Context: an optimization exercise on an open-source flow, tuned for small area, a short achievable clock period and few clock cycles. The choices shown serve that exercise and are no tape-out recipe. RTL that was checked went through simulation tests only; none was proved equivalent to the original. Power is estimated from default activity; no workload was simulated.

==> flow/design.v (excerpt) <==
module RISC_V_Pipeline(clk, rst, imem_addr, imem_rdata, dmem_addr, dmem_wdata, dmem_we, dmem_rdata);
    input clk, rst;
    output [31:0] imem_addr, dmem_addr, dmem_wdata;
    output dmem_we;
    input [31:0] imem_rdata, dmem_rdata;
    localparam OP_R    = 7'b0110011, OP_I    = 7'b0010011, OP_LOAD = 7'b0000011,
               OP_S    = 7'b0100011, OP_B    = 7'b1100011, OP_JALR = 7'b1100111,
               OP_JAL  = 7'b1101111, OP_LUI  = 7'b0110111;
    reg [31:0] pcF;
    reg        rdr;           
    reg        holdR;         
    reg [31:0] rdrT;
    reg [31:0] irX, pcX;
    reg        vX;
    reg [31:1] selA, selB;    
    reg        fwdA, fwdB;    
    reg        fwdSD;         
    reg xLoad, xStore, xJal, xJalr, xJmp, xImm, xWr;
    reg xAddB, xAddNB;        
    reg xAddNI;               
    reg xCin;                 
    reg xBeq, xBne, xBlt, xBge;
    reg rSum, rSlt, rSltu, rXor, rOr, rAnd, rLui, rLink;
    reg [31:0] mRes, mWdata;
    reg        mWe, mRegW, mLoad;
    reg [4:0]  mRd;
    reg [31:0] rf [1:31];
    wire [31:0] fa = rdr ? rdrT : holdR ? pcX : pcF;
    wire [31:0] fa4;
    Inc4 faInc(.x(fa), .y(fa4));
    assign imem_addr  = fa;
    assign dmem_addr  = mRes;
    assign dmem_wdata = mWdata;
    assign dmem_we    = mWe;
    wire [31:0] wbData = mLoad ? dmem_rdata : mRes;
    always @(posedge clk) begin
        if (mRegW)
            rf[mRd] <= wbData;
    end
    wire [4:0] rd = irX[11:7];
    wire [31:0] immI = {{20{irX[31]}}, irX[31:20]};
    wire [31:0] immS = {{20{irX[31]}}, irX[31:25], irX[11:7]};
    wire [31:0] immB = {{20{irX[31]}}, irX[7], irX[30:25], irX[11:8], 1'b0};
    wire [31:0] immJ = {{12{irX[31]}}, irX[19:12], irX[20], irX[30:21], 1'b0};
    wire [31:0] immU = {irX[31:12], 12'b0};
    wire [31:0] imm = xStore ? immS : immI;
    wire [31:0] a, b;
    genvar j, r;
    generate
        for (j = 0; j < 32; j = j + 1) begin : rdbit
            wire [30:0] col;
            for (r = 1; r < 32; r = r + 1) begin : c
  ...
export LEC_CHECK = 0
export CAP_MARGIN = 20
export CORE_MARGIN = 2
export CORE_UTILIZATION = 40
export PLACE_DENSITY = 0.5
export SETUP_SLACK_MARGIN = 5
export SLEW_MARGIN = 20
export SYNTH_HIERARCHICAL = 1
create_clock -name core_clock -period 11.0 [get_ports {clk}]
standard.sh (not shown) runs the stock make flow with config.mk's settings and CLKGATE_MAP_FILE= SYNTH_SCRIPT=/design/flow/synth_recipe.tcl, a recipe that flattens the netlist after the stock synthesis.
==> flow/flow/run.sh <==
#!/bin/bash
set -euo pipefail
bash standard.sh SETUP_SLACK_MARGIN=7 'BUFFER_PORTS_ARGS=-buffer_cell sky130_fd_sc_hd__buf_2' finish > standard.log 2>&1
The starting point finished clean.
Then changed:
==> flow/flow/run.sh (replaced) <==
#!/bin/bash
set -euo pipefail
ARGS=(SETUP_SLACK_MARGIN=7 'BUFFER_PORTS_ARGS=-buffer_cell sky130_fd_sc_hd__buf_2')
bash standard.sh "${ARGS[@]}" synth > synth.log 2>&1
SYNTH_ODB=orfs/results/$FLOW_PLATFORM/RISC_V_Pipeline/base/1_synth.odb openroad -no_init -exit flow/downsize.tcl > downsize.log 2>&1
bash standard.sh "${ARGS[@]}" finish > standard.log 2>&1
==> flow/flow/downsize.tcl (new file) <==
# Set every combinational cell of the synthesized netlist to its drive
# strength 1 (where the library has one); placement and timing repair then
# size up only the cells that need it. Flip-flops are left as synthesized.
read_db $::env(SYNTH_ODB)
set db [ord::get_db]
set n 0
foreach inst [[ord::get_db_block] getInsts] {
    set name [[$inst getMaster] getName]
    if {[regexp {^sky130_fd_sc_hd__([a-z0-9]+)_([0-9]+)$} $name -> base drv]} {
        if {$drv > 1 && ![regexp {^(df|edf|sdf|dl|conb|tap|fill|decap|clk)} $base]} {
            set m [$db findMaster "sky130_fd_sc_hd__${base}_1"]
            if {$m ne "NULL"} {
                $inst swapMaster $m
                incr n
            }
        }
    }
}
puts "downsized $n cells"
write_db $::env(SYNTH_ODB)
What happened:
- clock power drops by about 3%
- clock-buffer cell count climbs by 4
- cell area drops by about 3.4%
- critical path depth climbs by 1
- core utilization climbs by 0.39 points
- wire length drops by about 2.4%
- sequential cell count is unchanged
- hold slack gets worse by 0.022 ns
- power drops by about 2.3%
- global-route usage climbs by 0.24 points
- worst setup slack gets better by 0.080 ns
Function was not checked in any run of this note: the RTL went through the layout flow alone.

* * *

## run a
Another version of the RTL of RISC_V_Pipeline (not shown whole).
For scale: ~5,100 cells after synthesis, about 59,000 µm² of cells after synthesis.
clock: 11.0 ns
lec_check: 0
cap_margin: 20
core_margin: 2
core_utilization: 45
cts_cluster_diameter: 70
cts_cluster_size: 26
place_density: 0.62
setup_slack_margin: 5
slew_margin: 20
synth_hierarchical: 1
==> flow/flow/run.sh <==
#!/bin/bash
set -euo pipefail
ARGS=(SETUP_SLACK_MARGIN=7 'BUFFER_PORTS_ARGS=-buffer_cell sky130_fd_sc_hd__buf_2')
bash standard.sh "${ARGS[@]}" synth > synth.log 2>&1
SYNTH_ODB=orfs/results/$FLOW_PLATFORM/RISC_V_Pipeline/base/1_synth.odb openroad -no_init -exit flow/downsize.tcl > downsize.log 2>&1
bash standard.sh "${ARGS[@]}" finish > standard.log 2>&1
==> flow/flow/downsize.tcl <==
# Set every combinational cell of the synthesized netlist to its drive
# strength 1 (where the library has one); placement and timing repair then
# size up only the cells that need it. Flip-flops are left as synthesized.
read_db $::env(SYNTH_ODB)
set db [ord::get_db]
set n 0
foreach inst [[ord::get_db_block] getInsts] {
    set name [[$inst getMaster] getName]
    if {[regexp {^sky130_fd_sc_hd__([a-z0-9]+)_([0-9]+)$} $name -> base drv]} {
        if {$drv > 1 && ![regexp {^(df|edf|sdf|dl|conb|tap|fill|decap|clk)} $base]} {
            set m [$db findMaster "sky130_fd_sc_hd__${base}_1"]
            if {$m ne "NULL"} {
                $inst swapMaster $m
                incr n
            }
        }
    }
}
puts "downsized $n cells"
write_db $::env(SYNTH_ODB)
Both conditions hold for run a: the flow ran to the end and the final layout passed the timing, design-rule and antenna checks.
Testbench counts of run a, summed over its fixed seeds: cycles 18,670.
### run a -> run b
Settings: PLACE_DENSITY now 0.66, was 0.62; CORE_UTILIZATION now 50, was 45.
Notes after the runs:
- Run b went all the way through synthesis, placement and routing and the layout is clean on timing, DRC and antenna.
- Top fanout value on the critical path for run b: 27 up relative to run a
- When the final numbers for run a and run b were put side by side, the setup slack turned out to be smaller in run b.
- Fmax | run b vs run a | run b slower
- Run b vs run a, critical-path cell with the highest stage delay: nor2_1 vs mux2_1
- Delta (run b minus run a): die outline width -19 µm; utilization up 5.7 points; non-clock buffer count shows an increase of about 3.7%.
- Comparing standard-cell row count for run a and run b, the bigger number came from run a.
- Run b: remaining max-slew budget at the tightest pin is 7.3 points higher than what run a reported.
- Going from run a to run b, combinational fraction of design power rose by 0.3 points; area after detailed placement has decreased.

-- what the ideal ports hide --
The results above use ideal ports. As a check the final layouts listed here were re-extracted and re-timed, cells and wires unchanged. Step 1 sets driving cells, clkbuf_16 on the clock port and buf_2 on the other inputs (assumed; they add their load-dependent delay and slew). Step 2 adds t to the input delays and takes it off the output delays; t is the mean of the earliest and latest rising clock arrival at the registers after step 1. Input paths then give back, and output paths get back, about the clock's delay inside the block. a / b / c = no drivers / after step 1 / after step 2; a / b = the first two.
| run | t (ns) | setup slack, ns | worst setup path after step 2 | slew at the worst register clock pin (ns) |
|---|---|---|---|---|
| the first run of note 1 | 0.863 | 6.690 / 6.606 / 6.882 | input to register | 0.07 / 0.07 |
| the second run of note 1 | 0.867 | 6.770 / 6.686 / 6.562 | input to register | 0.07 / 0.07 |
| run a | 0.798 | 6.936 / 6.877 / 6.078 | input to register | 0.10 / 0.10 |
| run b | 0.768 | 6.898 / 6.830 / 6.062 | input to register | 0.10 / 0.10 |
After both steps setup and hold are still met in every run listed. The setup slack of run a, which loses most, moves by -0.059 ns with the drivers and by -0.858 ns with both steps.
